Context: an optimization exercise on an open-source flow, tuned for small area, a short achievable clock period and few clock cycles. The choices shown serve that exercise and are no tape-out recipe.
No functional check of the RTL was part of any run shown here.

==> flow/design.v, too long to show whole: its modules and the start of the top module <==
// module MandelbrotGen: 1317 lines
// module mfa: 4 lines
// module mha: 4 lines
module MandelbrotGen(
		input Clk_100M,           
		input  [4:0]BTNS,         
		input  SW0,               
		input  SW15,              
		output reg [18:0] addrA,  
		output reg [11:0] dinA,   
		output reg wea            
    );
  // ...
==> flow/flow/run.sh <==
#!/bin/bash
# Standard synthesis, then the standard layout steps with a larger setup
# margin for the resizer's timing repair.
set -euo pipefail
MARGIN=7
bash standard.sh synth > synth.log 2>&1
sed "s/SETUP_SLACK_MARGIN=[0-9.]*/SETUP_SLACK_MARGIN=$MARGIN/" standard.sh > layout.sh
bash layout.sh > layout.log 2>&1
==> flow/standard.sh <==
#!/bin/bash
# synth_recipe.tcl (not shown) runs the flow's synth.tcl, then flattens the netlist and writes it again
# the make line also repeats each setting of config.mk as NAME=value (left out here)
make -C /OpenROAD-flow-scripts/flow DESIGN_CONFIG=/design/flow/config.mk WORK_HOME=/design/flow/orfs CLKGATE_MAP_FILE= SYNTH_SCRIPT=/design/flow/synth_recipe.tcl "${@:-finish}"
==> flow/config.mk <==
export PLATFORM = sky130hd
export DESIGN_NAME = MandelbrotGen
export DESIGN_NICKNAME = MandelbrotGen
export VERILOG_FILES = /design/flow/design.v
export SDC_FILE = /design/flow/constraint.sdc
export NUM_CORES = 8
export LEC_CHECK = 0
export CAP_MARGIN = 70
export CORE_MARGIN = 2
export CORE_UTILIZATION = 40
export SETUP_SLACK_MARGIN = 5
export SLEW_MARGIN = 70
export SYNTH_HIERARCHICAL = 1
export SYNTH_MINIMUM_KEEP_SIZE = 0
export TNS_END_PERCENT = 0
==> flow/constraint.sdc <==
create_clock -name core_clock -period 11.0 [get_ports {Clk_100M}]
set_input_delay 2.2000 -clock core_clock [delete_from_list [all_inputs] [get_ports {Clk_100M}]]
set_output_delay 2.2000 -clock core_clock [all_outputs]
set_load 0.01 [all_outputs]
==> results.sh, run 1 <==
export IMPL_status="timing/DRC/antenna clean"
export IMPL_path_class="flop to flop"
export IMPL_fmax_ghz=0.194
export IMPL_std_cell_rows=106
export IMPL_rsz0062_at_grt="yes"
export IMPL_grt_pass1_vias=24900
export IMPL_gr_total_overflow=0
export IMPL_gr_max_usage_layer="met2"
export IMPL_yosysMostFrequentCell="nor2_1"
export IMPL_inv_count=97
export IMPL_tritoncts="built"
export IMPL_mostFrequentLayoutCell="nor2_1"
export IMPL_ys_seq_area_share_pct=28.3
export IMPL_drv_cap=0
export IMPL_cts_root_buf="clkbuf_16"
export IMPL_synth_compound_area_share_pct=11.9
export IMPL_cts_buffer_depth=3
export IMPL_nFlopsAndLatches=429
export IMPL_stdcell_count=4584
export IMPL_dieArea_um2=86100
export IMPL_hold_path_depth=0
export IMPL_numCtsBuffers=49
export IMPL_io_buffers=36
export IMPL_seq_share_pct=23.5
export IMPL_dp_slack_ns=4.83
export IMPL_cts_resized=79
export IMPL_yosys_area_share_simple_pct=13.1
export IMPL_cpMostUsedCell="buf_16"
export IMPL_multi_input_area_share_pct=59.5
export IMPL_fin_area_um2=40400
export IMPL_r2r_end="zh1_q[9]"
export IMPL_worstPathMaxFanout=11
export IMPL_worstSetupStartpoint="restart"
export IMPL_worst_path_largest_cell_delay_ns=0.53
export IMPL_met3_length_um=7850
export IMPL_end_kind="flop"
export IMPL_ant_nets=0
export IMPL_placed_area_um2=35700
export IMPL_fin_ws_ns=5.84
export IMPL_drv_slew=0
==> inputs of run 2 (changes only) <==
==> flow/run.sh (new file) <==
#!/bin/bash
# synth_recipe.tcl (not shown) runs the flow's synth.tcl, then flattens the netlist and writes it again
# the make line also repeats each setting of config.mk as NAME=value (left out here)
make -C /OpenROAD-flow-scripts/flow DESIGN_CONFIG=/design/flow/config.mk WORK_HOME=/design/flow/orfs CLKGATE_MAP_FILE= SYNTH_SCRIPT=/design/flow/synth_recipe.tcl finish
--- a/flow/config.mk
+++ b/flow/config.mk
@@ -14,2 +14 @@
 export SYNTH_MINIMUM_KEEP_SIZE = 0
-export TNS_END_PERCENT = 0
removed: flow/flow/run.sh
removed: flow/standard.sh
==> results.sh, run 2 <==
export IMPL_syn_cell_area_um2=33500
export IMPL_hold_violations=0
export IMPL_n_fill_cell=7850
export IMPL_gr_total_overflow=0
export IMPL_numCtsBuffers=48
export IMPL_synth_area_leaders="fa_1 26%, dfxtp_1 20%, edfxtp_1 8.1%"
export IMPL_most_common_layout_cells="465 x nor2_1, 438 x fa_1, 333 x dfxtp_1"
export IMPL_wire_per_inst_um=20.9
export IMPL_largest_reg_flops=19
export IMPL_regMostFlops="addrA"
export IMPL_boundaryPins=40
export IMPL_finalCriticalPeriod_ns=5.74
export IMPL_cts_buffer_depth=3
export IMPL_postSynthAreaPerCell_um2=10.0
export IMPL_core_um2=83300
export IMPL_vias=24500
export IMPL_drt_iter0_drc=2098
export IMPL_synth_edff_count=90
export IMPL_grt_max_degree=61
export IMPL_ant_nets=0
export IMPL_dpl_hpwl_um=67100
export IMPL_synthCells=3343
export IMPL_synthFlopType="dfxtp_1"
export IMPL_cts_htree_levels=2
export IMPL_ys_ff_latch=429
export IMPL_hp_class="flop to flop"
export IMPL_worstPathMaxFanout=37
export IMPL_drc=0
export IMPL_cts_root_buf="clkbuf_16"
export IMPL_fin_area_um2=37500
export IMPL_gp_congestion=0.859
export IMPL_fp_dieH_um=293
export IMPL_yosysWarnings=7
export IMPL_grt_pass1_vias=24500
export IMPL_dieArea_um2=86100
export IMPL_async_flop_share_pct=0
export IMPL_rsz0062_at_grt="no"
export IMPL_mostFrequentLayoutCell="nor2_1"
export IMPL_die_w_um=293
export IMPL_clk_pin_slew_worst_paths_ns=0.06
export IMPL_hold_buffers=0
export IMPL_viasPerCell=5.55
export IMPL_skew_ns=0.0335
export IMPL_fin_nets=3918
export IMPL_std_cell_rows=106
export IMPL_antenna_found_initial=1
export IMPL_grt_first_pass_wirelength_um=144000
export IMPL_first_pass_iters=6
export IMPL_io_buffers=36
export IMPL_tritoncts="built"
export IMPL_end_kind="flop"
export IMPL_finalSetupViolCount=0
export IMPL_cts_sinks=429
export IMPL_yosysMostFrequentCell="nor2_1"
export IMPL_drv_slew=0
export IMPL_crit_required_ns=11.48
export IMPL_routed_wl_um=92300
export IMPL_crit_arrival_ns=6.21
export IMPL_ys_seq_area_share_pct=28.3
export IMPL_drv_cap=0
export IMPL_area_delta_synth_final_pct=11.8
export IMPL_tns_ns=0
export IMPL_crit_path_start_kind="flop"
export IMPL_path_class="flop to flop"
export IMPL_status="timing/DRC/antenna clean"
export IMPL_drive_gt1_share_pct=10.0
export IMPL_initial_core_util_pct=40.2
export IMPL_synth_top_area_cell="fa_1"
export IMPL_synth_distinct_cells=88
export IMPL_synth_common_cells="468 x nor2_1, 438 x fa_1, 339 x dfxtp_1"
export IMPL_clk_latency_ns=0.63
export IMPL_placed_area_um2=35400
export IMPL_finalCoreUtilization_pct=45.0
export IMPL_synth_top_area_share_pct=26.2
export IMPL_fmax_ghz=0.174
export IMPL_grt_usage_pct=21.5
export IMPL_min_period_over_period_pct=52.1
## run 2: cell counts after synthesis
No cell type changed its count.
## run 2: final timing paths
check        slack [ns]  startpoint  endpoint  cells past startpoint
min reg2reg        0.33          t2        t1                      0
min                0.33          t2        t1                      0
max reg2reg        5.26     restart  zh1_q[9]                     20
max                5.26     restart  zh1_q[9]                     20
## run 2: cells by family after synthesis
kind of cell	synth area share, %
DFF	28.3
xor gates and xnor gates	6.14
buffers and inverters	4.21
AOI/OAI and AO/OA	11.9
muxes	3.46
adders and majority gates	32.8
and+or+nand+nor	13.1
other	0.0224
## run 2: critical path, stage by stage (launching register included)
cell and delay [ns]:
dfxtp_4 0.45, clkinvlp_4 0.19, buf_12 0.23, and2_4 0.22, buf_8 0.17, buf_16 0.16
buf_16 0.17, nand2_1 0.19, and2_4 0.27, clkinvlp_4 0.22, nor2_2 0.25, a21oi_4 0.08
buf_4 0.18, buf_4 0.19, o22ai_1 0.16, xnor2_1 0.17, fa_1 0.46, fa_1 0.40
fa_1 0.51, fa_1 0.41, fa_1 0.47
## run 2: per-module statistics from Yosys, one instance, submodules excluded
| module | flip-flops and latches | cells |
|---|---|---|
| mfa | 0 | 1 |
| mha | 0 | 1 |
| MandelbrotGen | 429 | 2857 |
## run 2: final cells by class
| class | count | area (µm²) | area share (%) |
|---|---|---|---|
| Clock buffer | 67 | 1400 | 3.72 |
| Tap cell | 1080 | 1350 | 3.61 |
| Inverter | 97 | 395 | 1.06 |
| Clock inverter | 23 | 238 | 0.635 |
| Sequential cell | 429 | 9500 | 25.4 |
| Antenna cell | 1 | 2.50 | 0.00668 |
| Multi-Input combinational cell | 2595 | 23200 | 61.9 |
| Timing Repair Buffer | 131 | 1390 | 3.71 |
## run 2: per-layer routing
| metal | global-route usage, % | up-vias | routed length (µm) |
|---|---|---|---|
| met3 | 3.54 | 195 | 6730 |
| met4 | 7.75 | 0 | 3370 |
| met1 | 29.4 | 12100 | 39300 |
| met5 | 0 | - | 0 |
| met2 | 34.4 | 966 | 42900 |
| li1 | - | 11300 | - |
## run 2: per-stage QoR
stage          hold WS, ns  setup WS [ns]  instances
2_1_floorplan        0.310           5.32       3355
3_3_place_gp         0.326           4.33       4281
3_5_place_dp         0.315           4.83       4310
4_1_cts              0.329           5.00       4400
5_1_grt              0.339           5.01       4422
6_report             0.329           5.26       4423
## run 2: what timing repair did
item | CTS | global route
setup buffers | 0 | 20
pin swaps | 0 | 2
cloned | 0 | 0
gates resized for setup | 11 | 19
setup endpoints to repair | 11 | 16

what the ideal ports hide:
No port has a modelled driver above. Below, the same layouts with a new extraction and two added sets of constraints.
Step 1: set_driving_cell puts a clkbuf_16 on Clk_100M and a buf_2 on each other input, an assumption about the parent block.
Step 2 times the ports against the registers' clock, not the clock port: input delays grow and output delays shrink by t, the midpoint of the rising clock arrivals with the driver on.
Slacks: no drivers / after step 1 / after step 2; pairs: no drivers / after step 1.
| run | shift t [ns] | setup WS [ns] | worst setup path after step 2 |
|---|---|---|---|
| run 1 | 0.697 | 5.838 / 5.838 / 5.838 | register to register |
| run 2 | 0.677 | 5.265 / 5.265 / 5.265 | register to register |
After both steps setup and hold are still met in every run listed.
